Context: an optimization exercise on an open-source flow, tuned for a short achievable clock period. The choices shown serve that exercise and are no tape-out recipe. At most, simulation tests tie the RTL to the original design; equivalence was not proved.

run M:
==> module LEGLiteSingle, before the edit <==
module LEGLiteSingle(
	iaddr,		 
	daddr,		 
	dwrite,		 
	dread,		 
	dwdata,		 
	alu_out,	 
	clock,
	idata,		 
	ddata,		 
	reset,
	probe
	);
output [15:0] iaddr;
output [15:0] daddr;
output dwrite;
output dread;
output [15:0] dwdata;
output [15:0] alu_out;
input clock;
input [15:0] idata;
input [15:0] ddata;
input reset;
output [15:0] probe;
wire [3:0] op  = idata[15:12];
wire [5:0] imm = idata[11:6];
wire [2:0] rm  = idata[11:9];
wire [2:0] rn  = idata[5:3];
wire [2:0] rd  = idata[2:0];
wire [15:0] simm = {{10{imm[5]}}, imm};
assign probe = simm;
wire regwrite, taken_uncond, cbz, cls_reg, cls_addi, cls_andi, cls_subi;
Control legv8_control(
	.memread(dread), .memwrite(dwrite), .regwrite(regwrite),
	.taken_uncond(taken_uncond), .cbz(cbz),
	.cls_reg(cls_reg), .cls_addi(cls_addi), .cls_andi(cls_andi),
	.cls_subi(cls_subi), .opcode(op));
wire [7:0][15:0] x;
wire [7:0][9:0]  hi_m;
wire [7:0][9:0]  hi_p;
wire [7:0]  zero;
wire [15:0] wdata;
RegFile legv8_register(
	.x(x), .hi_m(hi_m), .hi_p(hi_p), .zero(zero),
	.clock(clock), .wdata(wdata), .waddr(rd), .write(regwrite));
wire [7:0][15:0] addi_r;
wire [7:0][15:0] subi_r;
genvar i;
generate
	for (i = 0; i < 8; i = i + 1) begin : imm_ops
		ImmAdd add_i(.result(addi_r[i]), .x(x[i]), .hi_m(hi_m[i]),
			.hi_p(hi_p[i]), .imm(imm), .sub(1'b0));
		ImmAdd sub_i(.result(subi_r[i]), .x(x[i]), .hi_m(hi_m[i]),
			.hi_p(hi_p[i]), .imm(imm), .sub(1'b1));
	end
endgenerate
wire [15:0] xn = x[rn];
wire [15:0] xm = x[rm];
wire [15:0] addi_res  = addi_r[rn];
wire [15:0] addi_res2 = addi_r[rn];   
wire [15:0] subi_res  = subi_r[rn];
wire [15:0] reg_res   = xn + (op[0] ? ~xm : xm) + {15'd0, op[0]};
wire [15:0] andi_res  = xn & simm;
logic [15:0] result;
always_comb begin
	result = 16'd0;
	if (cls_reg)  result = result | reg_res;
	if (cls_addi) result = result | addi_res;
	if (cls_andi) result = result | andi_res;
	if (cls_subi) result = result | subi_res;
end
assign alu_out = result;
assign daddr   = addi_res2;
assign dwdata  = x[rd];
assign wdata   = dread ? ddata : result;
PCLogic legv8_pclogic(
	.pc(iaddr), .clock(clock), .signext(simm),
	.taken(taken_uncond | (cbz & zero[rn])), .reset(reset));
endmodule
export LEC_CHECK = 0
export CAP_MARGIN = 20
export CORE_MARGIN = 2
export CORE_UTILIZATION = 50
export SETUP_SLACK_MARGIN = 5.0
export SLEW_MARGIN = 20
create_clock -name core_clock -period 8.5 [get_ports {clock}]
standard.sh (not shown) runs the stock make flow with config.mk's settings and CLKGATE_MAP_FILE= SYNTH_SCRIPT=/design/flow/synth_recipe.tcl, a recipe that flattens the netlist after the stock synthesis.
==> flow/flow/run.sh <==
#!/bin/bash
# The standard layout with two synthesis changes, both for speed:
#  - no yosys full/half adder extraction (ADDER_MAP_FILE empty), so abc maps
#    the adders itself;
#  - slow cells added to the platform's don't-use list: the non-inverting
#    complex gates (and4, or4, mux2, maj3, a221o, ...), so abc builds the logic
#    from faster inverting gates, and the delay cells (clkdlybuf4s*, dlygate*,
#    dlymetal*), which the resizer would otherwise pick as port buffers.
PLATFORM_DONT_USE="sky130_fd_sc_hd__probe_p_8 sky130_fd_sc_hd__probec_p_8 sky130_fd_sc_hd__lpflow_bleeder_1 sky130_fd_sc_hd__lpflow_clkbufkapwr_1 sky130_fd_sc_hd__lpflow_clkbufkapwr_16 sky130_fd_sc_hd__lpflow_clkbufkapwr_2 sky130_fd_sc_hd__lpflow_clkbufkapwr_4 sky130_fd_sc_hd__lpflow_clkbufkapwr_8 sky130_fd_sc_hd__lpflow_clkinvkapwr_1 sky130_fd_sc_hd__lpflow_clkinvkapwr_16 sky130_fd_sc_hd__lpflow_clkinvkapwr_2 sky130_fd_sc_hd__lpflow_clkinvkapwr_4 sky130_fd_sc_hd__lpflow_clkinvkapwr_8 sky130_fd_sc_hd__lpflow_decapkapwr_12 sky130_fd_sc_hd__lpflow_decapkapwr_3 sky130_fd_sc_hd__lpflow_decapkapwr_4 sky130_fd_sc_hd__lpflow_decapkapwr_6 sky130_fd_sc_hd__lpflow_decapkapwr_8 sky130_fd_sc_hd__lpflow_inputiso0n_1 sky130_fd_sc_hd__lpflow_inputiso0p_1 sky130_fd_sc_hd__lpflow_inputiso1n_1 sky130_fd_sc_hd__lpflow_inputiso1p_1 sky130_fd_sc_hd__lpflow_inputisolatch_1 sky130_fd_sc_hd__lpflow_isobufsrc_1 sky130_fd_sc_hd__lpflow_isobufsrc_16 sky130_fd_sc_hd__lpflow_isobufsrc_2 sky130_fd_sc_hd__lpflow_isobufsrc_4 sky130_fd_sc_hd__lpflow_isobufsrc_8 sky130_fd_sc_hd__lpflow_isobufsrckapwr_16 sky130_fd_sc_hd__lpflow_lsbuf_lh_hl_isowell_tap_1 sky130_fd_sc_hd__lpflow_lsbuf_lh_hl_isowell_tap_2 sky130_fd_sc_hd__lpflow_lsbuf_lh_hl_isowell_tap_4 sky130_fd_sc_hd__lpflow_lsbuf_lh_isowell_4 sky130_fd_sc_hd__lpflow_lsbuf_lh_isowell_tap_1 sky130_fd_sc_hd__lpflow_lsbuf_lh_isowell_tap_2 sky130_fd_sc_hd__lpflow_lsbuf_lh_isowell_tap_4"
SLOW_CELLS="sky130_fd_sc_hd__a2111o_1 sky130_fd_sc_hd__a2111o_2 sky130_fd_sc_hd__a2111o_4 sky130_fd_sc_hd__a2111oi_0 sky130_fd_sc_hd__a2111oi_1 sky130_fd_sc_hd__a2111oi_2 sky130_fd_sc_hd__a2111oi_4 sky130_fd_sc_hd__a211o_1 sky130_fd_sc_hd__a211o_2 sky130_fd_sc_hd__a211o_4 sky130_fd_sc_hd__a211oi_1 sky130_fd_sc_hd__a211oi_2 sky130_fd_sc_hd__a211oi_4 sky130_fd_sc_hd__a21boi_0 sky130_fd_sc_hd__a21boi_1 sky130_fd_sc_hd__a21boi_2 sky130_fd_sc_hd__a21boi_4 sky130_fd_sc_hd__a221o_1 sky130_fd_sc_hd__a221o_2 sky130_fd_sc_hd__a221o_4 sky130_fd_sc_hd__a221oi_1 sky130_fd_sc_hd__a221oi_2 sky130_fd_sc_hd__a221oi_4 sky130_fd_sc_hd__a222oi_1 sky130_fd_sc_hd__a2bb2o_1 sky130_fd_sc_hd__a2bb2o_2 sky130_fd_sc_hd__a2bb2o_4 sky130_fd_sc_hd__a2bb2oi_1 sky130_fd_sc_hd__a2bb2oi_2 sky130_fd_sc_hd__a2bb2oi_4 sky130_fd_sc_hd__a311o_1 sky130_fd_sc_hd__a311o_2 sky130_fd_sc_hd__a311o_4 sky130_fd_sc_hd__a311oi_1 sky130_fd_sc_hd__a311oi_2 sky130_fd_sc_hd__a311oi_4 sky130_fd_sc_hd__a32o_1 sky130_fd_sc_hd__a32o_2 sky130_fd_sc_hd__a32o_4 sky130_fd_sc_hd__a32oi_1 sky130_fd_sc_hd__a32oi_2 sky130_fd_sc_hd__a32oi_4 sky130_fd_sc_hd__a41o_1 sky130_fd_sc_hd__a41o_2 sky130_fd_sc_hd__a41o_4 sky130_fd_sc_hd__a41oi_1 sky130_fd_sc_hd__a41oi_2 sky130_fd_sc_hd__a41oi_4 sky130_fd_sc_hd__and3b_1 sky130_fd_sc_hd__and3b_2 sky130_fd_sc_hd__and3b_4 sky130_fd_sc_hd__and4_1 sky130_fd_sc_hd__and4_2 sky130_fd_sc_hd__and4_4 sky130_fd_sc_hd__and4b_1 sky130_fd_sc_hd__and4b_2 sky130_fd_sc_hd__and4b_4 sky130_fd_sc_hd__and4bb_1 sky130_fd_sc_hd__and4bb_2 sky130_fd_sc_hd__and4bb_4 sky130_fd_sc_hd__maj3_1 sky130_fd_sc_hd__maj3_2 sky130_fd_sc_hd__maj3_4 sky130_fd_sc_hd__mux2_1 sky130_fd_sc_hd__mux2_2 sky130_fd_sc_hd__mux2_4 sky130_fd_sc_hd__mux2_8 sky130_fd_sc_hd__mux2i_1 sky130_fd_sc_hd__mux2i_2 sky130_fd_sc_hd__mux2i_4 sky130_fd_sc_hd__mux4_1 sky130_fd_sc_hd__mux4_2 sky130_fd_sc_hd__mux4_4 sky130_fd_sc_hd__nor4_1 sky130_fd_sc_hd__nor4_2 sky130_fd_sc_hd__nor4_4 sky130_fd_sc_hd__nor4b_1 sky130_fd_sc_hd__nor4b_2 sky130_fd_sc_hd__nor4b_4 sky130_fd_sc_hd__nor4bb_1 sky130_fd_sc_hd__nor4bb_2 sky130_fd_sc_hd__nor4bb_4 sky130_fd_sc_hd__o2111a_1 sky130_fd_sc_hd__o2111a_2 sky130_fd_sc_hd__o2111a_4 sky130_fd_sc_hd__o2111ai_1 sky130_fd_sc_hd__o2111ai_2 sky130_fd_sc_hd__o2111ai_4 sky130_fd_sc_hd__o211a_1 sky130_fd_sc_hd__o211a_2 sky130_fd_sc_hd__o211a_4 sky130_fd_sc_hd__o211ai_1 sky130_fd_sc_hd__o211ai_2 sky130_fd_sc_hd__o211ai_4 sky130_fd_sc_hd__o21ba_1 sky130_fd_sc_hd__o21ba_2 sky130_fd_sc_hd__o21ba_4 sky130_fd_sc_hd__o21bai_1 sky130_fd_sc_hd__o21bai_2 sky130_fd_sc_hd__o21bai_4 sky130_fd_sc_hd__o221a_1 sky130_fd_sc_hd__o221a_2 sky130_fd_sc_hd__o221a_4 sky130_fd_sc_hd__o221ai_1 sky130_fd_sc_hd__o221ai_2 sky130_fd_sc_hd__o221ai_4 sky130_fd_sc_hd__o2bb2a_1 sky130_fd_sc_hd__o2bb2a_2 sky130_fd_sc_hd__o2bb2a_4 sky130_fd_sc_hd__o2bb2ai_1 sky130_fd_sc_hd__o2bb2ai_2 sky130_fd_sc_hd__o2bb2ai_4 sky130_fd_sc_hd__o311a_1 sky130_fd_sc_hd__o311a_2 sky130_fd_sc_hd__o311a_4 sky130_fd_sc_hd__o311ai_0 sky130_fd_sc_hd__o311ai_1 sky130_fd_sc_hd__o311ai_2 sky130_fd_sc_hd__o311ai_4 sky130_fd_sc_hd__o32a_1 sky130_fd_sc_hd__o32a_2 sky130_fd_sc_hd__o32a_4 sky130_fd_sc_hd__o32ai_1 sky130_fd_sc_hd__o32ai_2 sky130_fd_sc_hd__o32ai_4 sky130_fd_sc_hd__o41a_1 sky130_fd_sc_hd__o41a_2 sky130_fd_sc_hd__o41a_4 sky130_fd_sc_hd__o41ai_1 sky130_fd_sc_hd__o41ai_2 sky130_fd_sc_hd__o41ai_4 sky130_fd_sc_hd__or2b_1 sky130_fd_sc_hd__or2b_2 sky130_fd_sc_hd__or2b_4 sky130_fd_sc_hd__or3_1 sky130_fd_sc_hd__or3_2 sky130_fd_sc_hd__or3_4 sky130_fd_sc_hd__or3b_1 sky130_fd_sc_hd__or3b_2 sky130_fd_sc_hd__or3b_4 sky130_fd_sc_hd__or4_1 sky130_fd_sc_hd__or4_2 sky130_fd_sc_hd__or4_4 sky130_fd_sc_hd__or4b_1 sky130_fd_sc_hd__or4b_2 sky130_fd_sc_hd__or4b_4 sky130_fd_sc_hd__or4bb_1 sky130_fd_sc_hd__or4bb_2 sky130_fd_sc_hd__or4bb_4 sky130_fd_sc_hd__xnor3_1 sky130_fd_sc_hd__xnor3_2 sky130_fd_sc_hd__xnor3_4 sky130_fd_sc_hd__xor3_1 sky130_fd_sc_hd__xor3_2 sky130_fd_sc_hd__xor3_4 sky130_fd_sc_hd__clkdlybuf4s15_1 sky130_fd_sc_hd__clkdlybuf4s15_2 sky130_fd_sc_hd__clkdlybuf4s18_1 sky130_fd_sc_hd__clkdlybuf4s18_2 sky130_fd_sc_hd__clkdlybuf4s25_1 sky130_fd_sc_hd__clkdlybuf4s25_2 sky130_fd_sc_hd__clkdlybuf4s50_1 sky130_fd_sc_hd__clkdlybuf4s50_2 sky130_fd_sc_hd__dlygate4sd1_1 sky130_fd_sc_hd__dlygate4sd2_1 sky130_fd_sc_hd__dlygate4sd3_1 sky130_fd_sc_hd__dlymetal6s2s_1 sky130_fd_sc_hd__dlymetal6s4s_1 sky130_fd_sc_hd__dlymetal6s6s_1"
bash standard.sh ADDER_MAP_FILE= "DONT_USE_CELLS=$PLATFORM_DONT_USE $SLOW_CELLS" finish > standard.log 2>&1
Run M: GRT-0232 in global routing (5_1_grt) -> run aborted
## Diff of input files: run H against run M
--- a/flow/design.v
+++ b/flow/design.v
@@ -135,17 +135,9 @@
 wire [15:0] xn = x[rn];
 wire [15:0] xm = x[rm];
-wire [15:0] addi_res  = addi_r[rn];
 wire [15:0] addi_res2 = addi_r[rn];   
-wire [15:0] subi_res  = subi_r[rn];
-wire [15:0] reg_res   = xn + (op[0] ? ~xm : xm) + {15'd0, op[0]};
-wire [15:0] andi_res  = xn & simm;
-logic [15:0] result;
-always_comb begin
-	result = 16'd0;
-	if (cls_reg)  result = result | reg_res;
-	if (cls_addi) result = result | addi_res;
-	if (cls_andi) result = result | andi_res;
-	if (cls_subi) result = result | subi_res;
-end
+wire        sub     = cls_reg ? op[0] : cls_subi;
+wire [15:0] op2     = cls_reg ? xm : simm;
+wire [15:0] sum     = xn + (sub ? ~op2 : op2) + {15'd0, sub};
+wire [15:0] result  = cls_andi ? (xn & simm) : sum;
 assign alu_out = result;
 assign daddr   = addi_res2;
--- outcome ---
Run H finished all stages; the layout is clean.
Reported for run M and run H, total clock buffers created by CTS turned out identical to the last digit.
Against run M, run H comes in 982 lower on synthesized cell count.
Looking at fraction of the mapped netlist area in simple logic gates across run M and run H, the one that comes out higher is run M.
[run H vs run M] combined area of all synthesized cells: lower in run H
Xor/xnor cell area share of the yosys netlist came out higher on run H than on run M.
Run M → run H: maximum level of the CTS H-tree comparable; die outline height went down by 15%.
The RTL of run M was laid out without a check of its function.

==> static timing again, ports no longer ideal <==
Ports are ideal in the flow. The routed layout listed here was re-timed in OpenROAD. Step 1 (the two cells are an assumption about what drives the block):
set clk [get_ports {clock}]
set_driving_cell -lib_cell sky130_fd_sc_hd__clkbuf_16 $clk
set_driving_cell -lib_cell sky130_fd_sc_hd__buf_2 [delete_from_list [all_inputs] $clk]
Step 2 moves the port delays by t, midway between the first and last clock arrival at a register: inputs arrive t later, outputs are due t later. That takes back most of the time a late clock gives input paths. a / b / c = ideal / step 1 / step 2; a / b = the first two.
run: run H
shift t [ns]: 0.498
setup WS [ns]: 2.406 / 2.224 / 2.224
worst setup path at the end: input to output
worst register clock-pin slew, ns: 0.08 / 0.08
worst slew at a driven data input, ns: 0.21
After both steps setup and hold are still met in run H. The setup slack of run H moves by -0.182 ns with the drivers and by -0.182 ns with both steps.
